This is an optimization exercise on Yosys and OpenROAD, whose aim is small area, not a production implementation. Where RTL was checked, it was by simulation tests only, not by an equivalence proof against the original.

==> run X <==
==> flow/design.v (excerpt) <==
module cordic_pipeline_rtl( clock, reset, ce, angle_in, sin_out, cos_out, valid_out );
export LEC_CHECK = 0
export CAP_MARGIN = 0
export CORE_MARGIN = 2
export CORE_UTILIZATION = 70
export CTS_CLUSTER_DIAMETER = 100
export CTS_CLUSTER_SIZE = 30
export GPL_TIMING_DRIVEN = 1
export PLACE_DENSITY = 0.75
export SLEW_MARGIN = 0
create_clock -name core_clock -period 4.5 [get_ports {clock}]
standard.sh (not shown) runs the stock make flow with config.mk's settings and CLKGATE_MAP_FILE= SYNTH_SCRIPT=/design/flow/synth_recipe.tcl, a recipe that flattens the netlist after the stock synthesis.
==> flow/flow/run.sh <==
#!/bin/bash
# Own layout flow: the standard flow (standard.sh) with two changes:
#  1. the port buffers use the smallest buffer cell (buf_1);
#  2. after the standard synthesis, full adders are flipped in polarity
#     (FA(~a,~b,~c) = ~FA(a,b,c)) where that removes inverters. The registers are
#     untouched; the rewritten netlist is checked against the original one by
#     bit-parallel random simulation of every register input and output port, and
#     the original netlist is kept if the check fails.
set -uo pipefail
export BUFFER_PORTS_ARGS="-buffer_cell sky130_fd_sc_hd__buf_1"
RES="$PWD/orfs/results/sky130hd/cordic_pipeline_rtl/base"
bash standard.sh "$RES/1_2_yosys.v" > standard_synth.log 2>&1 || exit 1
cp "$RES/1_2_yosys.v" "$PWD/yosys_standard_netlist.v"
if python3 flow/fixinv.py "$RES/1_2_yosys.v" "$PWD/fixinv_netlist.v" > fixinv.log 2>&1 \
   && python3 flow/simcheck.py "$RES/1_2_yosys.v" "$PWD/fixinv_netlist.v" > simcheck.log 2>&1; then
  cp "$PWD/fixinv_netlist.v" "$RES/1_2_yosys.v"
  echo "using the rewritten netlist" >> fixinv.log
else
  echo "keeping the standard netlist" >> fixinv.log
fi
bash standard.sh > standard_layout.log 2>&1
Other scripts of this flow, unchanged in this note and not shown: flow/flow/fixinv.py, flow/flow/simcheck.py
==> inputs of run P, as changes to run X <==
==> flow/flow/run.sh (replaced) <==
#!/bin/bash
# Own layout flow: the standard flow (standard.sh) with three changes:
#  1. the port buffers use the smallest buffer cell (buf_1);
#  2. after the standard synthesis, the combinational cells other than full adders are
#     mapped again by Yosys/ABC for area (registers and their names are untouched);
#  3. full adders are flipped in polarity (FA(~a,~b,~c) = ~FA(a,b,c)) where that
#     removes inverters.
# Each rewritten netlist is checked against the standard synthesis's netlist by
# bit-parallel random simulation of every register input and every output port; a step
# whose result fails the check is dropped.
set -uo pipefail
export BUFFER_PORTS_ARGS="-buffer_cell sky130_fd_sc_hd__buf_1"
RES="$PWD/orfs/results/sky130hd/cordic_pipeline_rtl/base"
bash standard.sh "$RES/1_2_yosys.v" > standard_synth.log 2>&1 || exit 1
cp "$RES/1_2_yosys.v" "$PWD/netlist_standard.v"
CUR="$PWD/netlist_standard.v"
if python3 flow/remap.py "$CUR" "$PWD/netlist_remap.v" "$PWD" > remap.log 2>&1 \
   && python3 flow/simcheck.py "$PWD/netlist_standard.v" "$PWD/netlist_remap.v" > simcheck_remap.log 2>&1; then
  CUR="$PWD/netlist_remap.v"; echo "remap: used" >> remap.log
else
  echo "remap: dropped" >> remap.log
fi
if python3 flow/fixinv.py "$CUR" "$PWD/netlist_fixinv.v" > fixinv.log 2>&1 \
   && python3 flow/simcheck.py "$PWD/netlist_standard.v" "$PWD/netlist_fixinv.v" > simcheck_fixinv.log 2>&1; then
  CUR="$PWD/netlist_fixinv.v"; echo "fixinv: used" >> fixinv.log
else
  echo "fixinv: dropped" >> fixinv.log
fi
cp "$CUR" "$RES/1_2_yosys.v"
bash standard.sh > standard_layout.log 2>&1
==> flow/flow/remap.py (new file) <==
#!/usr/bin/env python3
"""Re-map the combinational logic of a flat sky130 netlist with Yosys/ABC for area.

Registers (every sequential cell) and full-adder cells stay as they are, with their
instance names; all other cells are read as their liberty functions, flattened and mapped
again by ABC, avoiding the platform's don't-use cells.
Usage: remap.py in.v out.v workdir  (FLOW_HOME must point at ORFS's flow/ folder)"""
import os, re, sys, subprocess
flow = os.environ.get("FLOW_HOME", "/OpenROAD-flow-scripts/flow")
lib = flow + "/platforms/sky130hd/lib/sky130_fd_sc_hd__tt_025C_1v80.lib"
src, dst, wd = sys.argv[1], sys.argv[2], sys.argv[3]
txt = open(lib).read()
models = []
for m in re.finditer(r'\n    cell \("(\w+)"\) \{', txt):
    name = m.group(1)
    end = txt.find('\n    cell (', m.end()); body = txt[m.end(): end if end > 0 else len(txt)]
    if re.search(r'\n        (ff|latch|statetable) ', body): continue
    if re.search(r'__fa_\d', name): continue
    pins = []; outs = {}; ok = True
    for pm in re.finditer(r'\n        pin \("(\w+)"\) \{(.*?)\n        \}', body, re.S):
        d = re.search(r'direction : "(\w+)"', pm.group(2))
        if not d: continue
        f = re.search(r'function : "([^"]*)"', pm.group(2))
        pins.append((pm.group(1), d.group(1)))
        if d.group(1) == 'output':
            if not f: ok = False; break
            outs[pm.group(1)] = f.group(1)
    if not ok or not outs: continue
    s = "module %s(%s);\n" % (name, ", ".join(p for p, _ in pins))
    for p, d in pins: s += "  %s %s;\n" % (d, p)
    for o, f in outs.items(): s += "  assign %s = %s;\n" % (o, f.replace('!', '~'))
    models.append(s + "endmodule\n")
open(wd + "/remap_models.v", "w").write("".join(models))
cfg = open(flow + "/platforms/sky130hd/config.mk").read()
du = re.search(r"export DONT_USE_CELLS \+= \\(.*?)\n#", cfg, re.S).group(1)
dont = " ".join("-dont_use " + c for c in re.findall(r"sky130_fd_sc_hd__\w+", du))
ys = """read_liberty -lib {lib}
read_verilog -overwrite {wd}/remap_models.v
read_verilog {src}
hierarchy -top cordic_pipeline_rtl
flatten
techmap
opt -purge
abc -liberty {lib} {dont}
opt_clean -purge
hilomap -singleton -hicell sky130_fd_sc_hd__conb_1 HI -locell sky130_fd_sc_hd__conb_1 LO
insbuf -buf sky130_fd_sc_hd__buf_4 A X
opt_clean -purge
check
stat -liberty {lib}
write_verilog -noattr -nohex -nodec {dst}
""".format(lib=lib, wd=wd, src=src, dst=dst, dont=dont)
open(wd + "/remap.ys", "w").write(ys)
r = subprocess.run(["yosys", "-s", wd + "/remap.ys"], stdout=open(wd + "/remap_yosys.log", "w"), stderr=subprocess.STDOUT)
sys.exit(r.returncode)
==> impl_metrics.env <==
export IMPL_fin_crit_sh=0.9586
export IMPL_num_vias=10020
export IMPL_critPathRequiredTime_ns=4.76
export IMPL_status="finished clean"
# the run above: run X

==> impl_metrics.env <==
export IMPL_status="finished with violations"
export IMPL_violations="setup timing"
export IMPL_setup_viol=16
export IMPL_critPathRequiredTime_ns=4.74
export IMPL_num_vias=9513
export IMPL_worst_slack_ns=-0.3467
# the run above: run P


---

==> cedar <==
Another version of the RTL of cordic_pipeline_rtl (not shown whole).
==> flow/design.v (excerpt) <==
module cordic_pipeline_rtl( clock, reset, ce, angle_in, sin_out, cos_out, valid_out );
make LEC_CHECK=0 CAP_MARGIN=0 CORE_MARGIN=2 CORE_UTILIZATION=60 GPL_TIMING_DRIVEN=0 SLEW_MARGIN=0 finish   # period 4.5 ns
run.sh (not shown) runs the stock make flow with config.mk's settings and CLKGATE_MAP_FILE= SYNTH_SCRIPT=/design/flow/synth_recipe.tcl, a recipe that flattens the netlist after the stock synthesis.
Stock flow here: none of the scripts above is used.
==> inputs of indigo, as changes to cedar <==
--- a/flow/design.v
+++ b/flow/design.v
@@ -11,17 +11,28 @@
 wire sg_1 = angle_in[11];
 wire [10:0] u_2 = angle_in[10:0] ^ {11{sg_1}};
 wire e_3 = (u_2 >= 11'd804);
 wire e_4 = e_3 ? (u_2 >= 11'd1279) : (u_2 >= 11'd329);
 wire e_5 = e_3 ? (e_4 ? (u_2 >= 11'd1530) : (u_2 >= 11'd1028)) : (e_4 ? (u_2 >= 11'd580) : (u_2 >= 11'd78));
 wire [13:0] E_6 = {sg_1, e_3, e_4, e_5, u_2[9:0]};
 reg [13:0] l1_e;
 wire [10:0] d_7;
-wire [9:0] k_8 = (l1_e[12] ? (l1_e[11] ? (l1_e[10] ? 10'h207 : 10'h305) : (l1_e[10] ? 10'h3fd : 10'hfb)) : (l1_e[11] ? (l1_e[10] ? 10'h1bd : 10'h2bb) : (l1_e[10] ? 10'h3b3 : 10'hb1)));
+reg [9:0] k_8;
+always @* case ({l1_e[12],l1_e[11],l1_e[10]})
+  3'd0: k_8 = 10'd177;
+  3'd1: k_8 = 10'd947;
+  3'd2: k_8 = 10'd699;
+  3'd3: k_8 = 10'd445;
+  3'd4: k_8 = 10'd251;
+  3'd5: k_8 = 10'd1021;
+  3'd6: k_8 = 10'd773;
+  3'd7: k_8 = 10'd519;
+  default: k_8 = 10'd0;
+endcase
 wire [9:0] w_9 = l1_e[9:0] + k_8;
 wire [6:0] sv_10 = (|w_9[9:8]) ? 7'd127 : w_9[7:1];
 assign d_7[0] = ~l1_e[13];
 assign d_7[1] = l1_e[12] ^ l1_e[13];
 assign d_7[2] = l1_e[11] ^ l1_e[13];
 assign d_7[3] = l1_e[10] ^ l1_e[13];
 assign d_7[4] = sv_10[6] ^ l1_e[13];
 assign d_7[5] = sv_10[5] ^ l1_e[13];
@@ -33,18 +44,52 @@
 reg [10:0] l2_d;
 reg [10:0] l3_d;
 reg [10:0] l4_d;
 reg [10:0] l5_d;
 reg [10:0] l6_d;
 reg [10:0] l7_d;
 reg [10:0] l8_d;
 reg [10:0] l9_d;
-wire signed [11:0] x_11 = (l9_d[4] ? (l9_d[3] ? (l9_d[2] ? (l9_d[1] ? (l9_d[0] ? 12'hf47 : 12'h68b) : (l9_d[0] ? 12'h4cd : 12'h481)) : (l9_d[1] ? (l9_d[0] ? 12'h271 : 12'h61d) : (l9_d[0] ? 12'h65b : 12'h1b7))) : (l9_d[2] ? (l9_d[1] ? (l9_d[0] ? 12'he9 : 12'h685) : (l9_d[0] ? 12'h5c3 : 12'h32f)) : (l9_d[1] ? (l9_d[0] ? 12'h3df : 12'h553) : (l9_d[0] ? 12'h695 : 12'h19)))) : (l9_d[3] ? (l9_d[2] ? (l9_d[1] ? (l9_d[0] ? 12'h19 : 12'h695) : (l9_d[0] ? 12'h553 : 12'h3df)) : (l9_d[1] ? (l9_d[0] ? 12'h32f : 12'h5c3) : (l9_d[0] ? 12'h685 : 12'he9))) : (l9_d[2] ? (l9_d[1] ? (l9_d[0] ? 12'h1b7 : 12'h65b) : (l9_d[0] ? 12'h61d : 12'h271)) : (l9_d[1] ? (l9_d[0] ? 12'h481 : 12'h4cd) : (l9_d[0] ? 12'h68b : 12'hf47)))));
-wire signed [11:0] y_12 = (l9_d[4] ? (l9_d[3] ? (l9_d[2] ? (l9_d[1] ? (l9_d[0] ? 12'h68b : 12'hb9) : (l9_d[0] ? 12'h481 : 12'hb33)) : (l9_d[1] ? (l9_d[0] ? 12'h61d : 12'hd8f) : (l9_d[0] ? 12'h1b7 : 12'h9a5))) : (l9_d[2] ? (l9_d[1] ? (l9_d[0] ? 12'h685 : 12'hf17) : (l9_d[0] ? 12'h32f : 12'ha3d)) : (l9_d[1] ? (l9_d[0] ? 12'h553 : 12'hc21) : (l9_d[0] ? 12'h19 : 12'h96b)))) : (l9_d[3] ? (l9_d[2] ? (l9_d[1] ? (l9_d[0] ? 12'h695 : 12'hfe7) : (l9_d[0] ? 12'h3df : 12'haad)) : (l9_d[1] ? (l9_d[0] ? 12'h5c3 : 12'hcd1) : (l9_d[0] ? 12'he9 : 12'h97b))) : (l9_d[2] ? (l9_d[1] ? (l9_d[0] ? 12'h65b : 12'he49) : (l9_d[0] ? 12'h271 : 12'h9e3)) : (l9_d[1] ? (l9_d[0] ? 12'h4cd : 12'hb7f) : (l9_d[0] ? 12'hf47 : 12'h975)))));
+reg signed [11:0] x_11, y_12;
+always @* case (l9_d[4:0])
+  5'd0: begin x_11 = 12'hf47; y_12 = 12'h975; end
+  5'd1: begin x_11 = 12'h68b; y_12 = 12'hf47; end
+  5'd2: begin x_11 = 12'h4cd; y_12 = 12'hb7f; end
+  5'd3: begin x_11 = 12'h481; y_12 = 12'h4cd; end
+  5'd4: begin x_11 = 12'h271; y_12 = 12'h9e3; end
+  5'd5: begin x_11 = 12'h61d; y_12 = 12'h271; end
+  5'd6: begin x_11 = 12'h65b; y_12 = 12'he49; end
+  5'd7: begin x_11 = 12'h1b7; y_12 = 12'h65b; end
+  5'd8: begin x_11 = 12'h0e9; y_12 = 12'h97b; end
+  5'd9: begin x_11 = 12'h685; y_12 = 12'h0e9; end
+  5'd10: begin x_11 = 12'h5c3; y_12 = 12'hcd1; end
+  5'd11: begin x_11 = 12'h32f; y_12 = 12'h5c3; end
+  5'd12: begin x_11 = 12'h3df; y_12 = 12'haad; end
+  5'd13: begin x_11 = 12'h553; y_12 = 12'h3df; end
+  5'd14: begin x_11 = 12'h695; y_12 = 12'hfe7; end
+  5'd15: begin x_11 = 12'h019; y_12 = 12'h695; end
+  5'd16: begin x_11 = 12'h019; y_12 = 12'h96b; end
+  5'd17: begin x_11 = 12'h695; y_12 = 12'h019; end
+  5'd18: begin x_11 = 12'h553; y_12 = 12'hc21; end
+  5'd19: begin x_11 = 12'h3df; y_12 = 12'h553; end
+  5'd20: begin x_11 = 12'h32f; y_12 = 12'ha3d; end
+  5'd21: begin x_11 = 12'h5c3; y_12 = 12'h32f; end
+  5'd22: begin x_11 = 12'h685; y_12 = 12'hf17; end
+  5'd23: begin x_11 = 12'h0e9; y_12 = 12'h685; end
+  5'd24: begin x_11 = 12'h1b7; y_12 = 12'h9a5; end
+  5'd25: begin x_11 = 12'h65b; y_12 = 12'h1b7; end
+  5'd26: begin x_11 = 12'h61d; y_12 = 12'hd8f; end
+  5'd27: begin x_11 = 12'h271; y_12 = 12'h61d; end
+  5'd28: begin x_11 = 12'h481; y_12 = 12'hb33; end
+  5'd29: begin x_11 = 12'h4cd; y_12 = 12'h481; end
+  5'd30: begin x_11 = 12'h68b; y_12 = 12'h0b9; end
+  5'd31: begin x_11 = 12'hf47; y_12 = 12'h68b; end
+  default: begin x_11 = 12'h000; y_12 = 12'h000; end
+endcase
 wire signed [11:0] sy_x_13 = y_12 >>> 5;
 wire signed [11:0] sx_x_13 = x_11 >>> 5;
 wire tx_15_m = l9_d[5];
 wire [6:0] tx_15_b = y_12[11:5] ^ {7{tx_15_m}};
 wire [7:0] tx_15_cc;
 wire [6:0] tx_15_lo;
 assign tx_15_cc[0] = tx_15_m;
 assign tx_15_lo = x_11[6:0] ^ tx_15_b ^ tx_15_cc[6:0];
Settings changed: ABC_AREA set to 1.
==> inputs of zinc, as changes to cedar <==
--- a/flow/design.v
+++ b/flow/design.v
@@ -11,17 +11,28 @@
 wire sg_1 = angle_in[11];
 wire [10:0] u_2 = angle_in[10:0] ^ {11{sg_1}};
 wire e_3 = (u_2 >= 11'd804);
 wire e_4 = e_3 ? (u_2 >= 11'd1279) : (u_2 >= 11'd329);
 wire e_5 = e_3 ? (e_4 ? (u_2 >= 11'd1530) : (u_2 >= 11'd1028)) : (e_4 ? (u_2 >= 11'd580) : (u_2 >= 11'd78));
 wire [13:0] E_6 = {sg_1, e_3, e_4, e_5, u_2[9:0]};
 reg [13:0] l1_e;
 wire [10:0] d_7;
-wire [9:0] k_8 = (l1_e[12] ? (l1_e[11] ? (l1_e[10] ? 10'h207 : 10'h305) : (l1_e[10] ? 10'h3fd : 10'hfb)) : (l1_e[11] ? (l1_e[10] ? 10'h1bd : 10'h2bb) : (l1_e[10] ? 10'h3b3 : 10'hb1)));
+reg [9:0] k_8;
+always @* case ({l1_e[12],l1_e[11],l1_e[10]})
+  3'd0: k_8 = 10'd177;
+  3'd1: k_8 = 10'd947;
+  3'd2: k_8 = 10'd699;
+  3'd3: k_8 = 10'd445;
+  3'd4: k_8 = 10'd251;
+  3'd5: k_8 = 10'd1021;
+  3'd6: k_8 = 10'd773;
+  3'd7: k_8 = 10'd519;
+  default: k_8 = 10'd0;
+endcase
 wire [9:0] w_9 = l1_e[9:0] + k_8;
 wire [6:0] sv_10 = (|w_9[9:8]) ? 7'd127 : w_9[7:1];
 assign d_7[0] = ~l1_e[13];
 assign d_7[1] = l1_e[12] ^ l1_e[13];
 assign d_7[2] = l1_e[11] ^ l1_e[13];
 assign d_7[3] = l1_e[10] ^ l1_e[13];
 assign d_7[4] = sv_10[6] ^ l1_e[13];
 assign d_7[5] = sv_10[5] ^ l1_e[13];
@@ -33,18 +44,52 @@
 reg [10:0] l2_d;
 reg [10:0] l3_d;
 reg [10:0] l4_d;
 reg [10:0] l5_d;
 reg [10:0] l6_d;
 reg [10:0] l7_d;
 reg [10:0] l8_d;
 reg [10:0] l9_d;
-wire signed [11:0] x_11 = (l9_d[4] ? (l9_d[3] ? (l9_d[2] ? (l9_d[1] ? (l9_d[0] ? 12'hf47 : 12'h68b) : (l9_d[0] ? 12'h4cd : 12'h481)) : (l9_d[1] ? (l9_d[0] ? 12'h271 : 12'h61d) : (l9_d[0] ? 12'h65b : 12'h1b7))) : (l9_d[2] ? (l9_d[1] ? (l9_d[0] ? 12'he9 : 12'h685) : (l9_d[0] ? 12'h5c3 : 12'h32f)) : (l9_d[1] ? (l9_d[0] ? 12'h3df : 12'h553) : (l9_d[0] ? 12'h695 : 12'h19)))) : (l9_d[3] ? (l9_d[2] ? (l9_d[1] ? (l9_d[0] ? 12'h19 : 12'h695) : (l9_d[0] ? 12'h553 : 12'h3df)) : (l9_d[1] ? (l9_d[0] ? 12'h32f : 12'h5c3) : (l9_d[0] ? 12'h685 : 12'he9))) : (l9_d[2] ? (l9_d[1] ? (l9_d[0] ? 12'h1b7 : 12'h65b) : (l9_d[0] ? 12'h61d : 12'h271)) : (l9_d[1] ? (l9_d[0] ? 12'h481 : 12'h4cd) : (l9_d[0] ? 12'h68b : 12'hf47)))));
-wire signed [11:0] y_12 = (l9_d[4] ? (l9_d[3] ? (l9_d[2] ? (l9_d[1] ? (l9_d[0] ? 12'h68b : 12'hb9) : (l9_d[0] ? 12'h481 : 12'hb33)) : (l9_d[1] ? (l9_d[0] ? 12'h61d : 12'hd8f) : (l9_d[0] ? 12'h1b7 : 12'h9a5))) : (l9_d[2] ? (l9_d[1] ? (l9_d[0] ? 12'h685 : 12'hf17) : (l9_d[0] ? 12'h32f : 12'ha3d)) : (l9_d[1] ? (l9_d[0] ? 12'h553 : 12'hc21) : (l9_d[0] ? 12'h19 : 12'h96b)))) : (l9_d[3] ? (l9_d[2] ? (l9_d[1] ? (l9_d[0] ? 12'h695 : 12'hfe7) : (l9_d[0] ? 12'h3df : 12'haad)) : (l9_d[1] ? (l9_d[0] ? 12'h5c3 : 12'hcd1) : (l9_d[0] ? 12'he9 : 12'h97b))) : (l9_d[2] ? (l9_d[1] ? (l9_d[0] ? 12'h65b : 12'he49) : (l9_d[0] ? 12'h271 : 12'h9e3)) : (l9_d[1] ? (l9_d[0] ? 12'h4cd : 12'hb7f) : (l9_d[0] ? 12'hf47 : 12'h975)))));
+reg signed [11:0] x_11, y_12;
+always @* case (l9_d[4:0])
+  5'd0: begin x_11 = 12'hf47; y_12 = 12'h975; end
+  5'd1: begin x_11 = 12'h68b; y_12 = 12'hf47; end
+  5'd2: begin x_11 = 12'h4cd; y_12 = 12'hb7f; end
+  5'd3: begin x_11 = 12'h481; y_12 = 12'h4cd; end
+  5'd4: begin x_11 = 12'h271; y_12 = 12'h9e3; end
+  5'd5: begin x_11 = 12'h61d; y_12 = 12'h271; end
+  5'd6: begin x_11 = 12'h65b; y_12 = 12'he49; end
+  5'd7: begin x_11 = 12'h1b7; y_12 = 12'h65b; end
+  5'd8: begin x_11 = 12'h0e9; y_12 = 12'h97b; end
+  5'd9: begin x_11 = 12'h685; y_12 = 12'h0e9; end
+  5'd10: begin x_11 = 12'h5c3; y_12 = 12'hcd1; end
+  5'd11: begin x_11 = 12'h32f; y_12 = 12'h5c3; end
+  5'd12: begin x_11 = 12'h3df; y_12 = 12'haad; end
+  5'd13: begin x_11 = 12'h553; y_12 = 12'h3df; end
+  5'd14: begin x_11 = 12'h695; y_12 = 12'hfe7; end
+  5'd15: begin x_11 = 12'h019; y_12 = 12'h695; end
+  5'd16: begin x_11 = 12'h019; y_12 = 12'h96b; end
+  5'd17: begin x_11 = 12'h695; y_12 = 12'h019; end
+  5'd18: begin x_11 = 12'h553; y_12 = 12'hc21; end
+  5'd19: begin x_11 = 12'h3df; y_12 = 12'h553; end
+  5'd20: begin x_11 = 12'h32f; y_12 = 12'ha3d; end
+  5'd21: begin x_11 = 12'h5c3; y_12 = 12'h32f; end
+  5'd22: begin x_11 = 12'h685; y_12 = 12'hf17; end
+  5'd23: begin x_11 = 12'h0e9; y_12 = 12'h685; end
+  5'd24: begin x_11 = 12'h1b7; y_12 = 12'h9a5; end
+  5'd25: begin x_11 = 12'h65b; y_12 = 12'h1b7; end
+  5'd26: begin x_11 = 12'h61d; y_12 = 12'hd8f; end
+  5'd27: begin x_11 = 12'h271; y_12 = 12'h61d; end
+  5'd28: begin x_11 = 12'h481; y_12 = 12'hb33; end
+  5'd29: begin x_11 = 12'h4cd; y_12 = 12'h481; end
+  5'd30: begin x_11 = 12'h68b; y_12 = 12'h0b9; end
+  5'd31: begin x_11 = 12'hf47; y_12 = 12'h68b; end
+  default: begin x_11 = 12'h000; y_12 = 12'h000; end
+endcase
 wire signed [11:0] sy_x_13 = y_12 >>> 5;
 wire signed [11:0] sx_x_13 = x_11 >>> 5;
 wire tx_15_m = l9_d[5];
 wire [6:0] tx_15_b = y_12[11:5] ^ {7{tx_15_m}};
 wire [7:0] tx_15_cc;
 wire [6:0] tx_15_lo;
 assign tx_15_cc[0] = tx_15_m;
 assign tx_15_lo = x_11[6:0] ^ tx_15_b ^ tx_15_cc[6:0];
==> summary of the runs <==
- Against indigo, the via count of zinc is lower by 15%.
- Sequential share of layout area: zinc > indigo > cedar.
- Die area, highest first: indigo, zinc, cedar.
- Between indigo and cedar, the lower critical path depth is in indigo (gap 3).
- Wire length, highest first: indigo, zinc, cedar.
- Worst setup slack, highest first: indigo, zinc, cedar.
- The highest clock-buffer cell count belongs to zinc, the lowest to cedar.
- indigo completed without violations. cedar finished but fails on setup timing. zinc ran to the end with no violations.
- Utilization: cedar > zinc > indigo.
- Of indigo and cedar, indigo has the higher cell area (gap 6.8%, measured against cedar).
- Synthesized cell count, lowest first: cedar, zinc, indigo.
==> figures <==
Status: zinc timing/DRC/antenna clean; cedar complete, but fails checks; indigo timing/DRC/antenna clean
Layout check failures: zinc -; cedar setup timing; indigo -
Met3 routed WL: zinc 879 um; cedar 857 um; indigo 1.060 mm
Post-synthesis compound-gate area fraction: zinc 0.07571; cedar 0.08652; indigo 0.06294
Post-synth net total: zinc 1896; cedar 1777; indigo 2339
Final setup margin: zinc 205.7 ps; cedar -3.604 ps; indigo 209.9 ps
Proportion of layout cells with a drive suffix above 1: zinc 0.07513; cedar 0.1150; indigo 0.05791
Start point of the worst hold path: zinc l8_d[7]; cedar l10_d[9]; indigo l6_d[0]
Chip width: zinc 181.7 um; cedar 177.8 um; indigo 186.0 um
Number of cells upsized or downsized after cts: zinc 15; cedar 42; indigo 1
Post-Route Setup TNS: zinc 0 ps; cedar -3.604 ps; indigo 0 ps
Total buffers and inverters traversed by the critical path: zinc 4; cedar 5; indigo 4
GR Util All Layers: zinc 0.1961; cedar 0.1988; indigo 0.2162
Multiplexer share of the synthesized area: zinc 0.01718; cedar 0.01160; indigo 0.001070
Worst min-delay path endpoint: zinc l9_d[7]; cedar l11_d[9]; indigo l7_d[0]
Startpoint of the lowest-slack register-to-register path: zinc l14_x[3]; cedar l13_d[9]; indigo l9_d[5]
Data arrival time of the critical path: zinc 4540 ps; cedar 4790 ps; indigo 4550 ps
Synthesized instance count: zinc 1646; cedar 1521; indigo 2089
No run of this note included a check of the RTL's function; only the layout flow was run.

## port drivers added, routing unchanged
The flow's constraints put no driver on any port. The routed layouts listed below were extracted and timed again, unchanged, in two steps.
Step 1, drivers: a clkbuf_16 drives clock and a buf_2 each remaining input, both assumed.
Step 2, shift: input delay + t, output delay - t, t = (earliest + latest rising clock arrival at the registers) / 2. This alone moves slack from input paths to output paths.
Three values: ideal, step 1, step 2; two values: the first two.
run | t, ns | setup WS [ns] | hold slack, ns
run X | 0.530 | 0.186 / 0.186 / 0.186 | 0.427 / 0.427 / 0.427
run P | 0.524 | -0.347 / -0.347 / -0.347 | 0.422 / 0.422 / 0.422
cedar | 0.582 | -0.004 / -0.004 / -0.004 | 0.415 / 0.415 / 0.415
indigo | 0.555 | 0.210 / 0.210 / 0.210 | 0.414 / 0.414 / 0.414
zinc | 0.544 | 0.206 / 0.206 / 0.062 | 0.414 / 0.414 / 0.414
For zinc, which loses most, drivers alone change the setup slack by 0.000 ns; drivers and shift together by -0.144 ns.
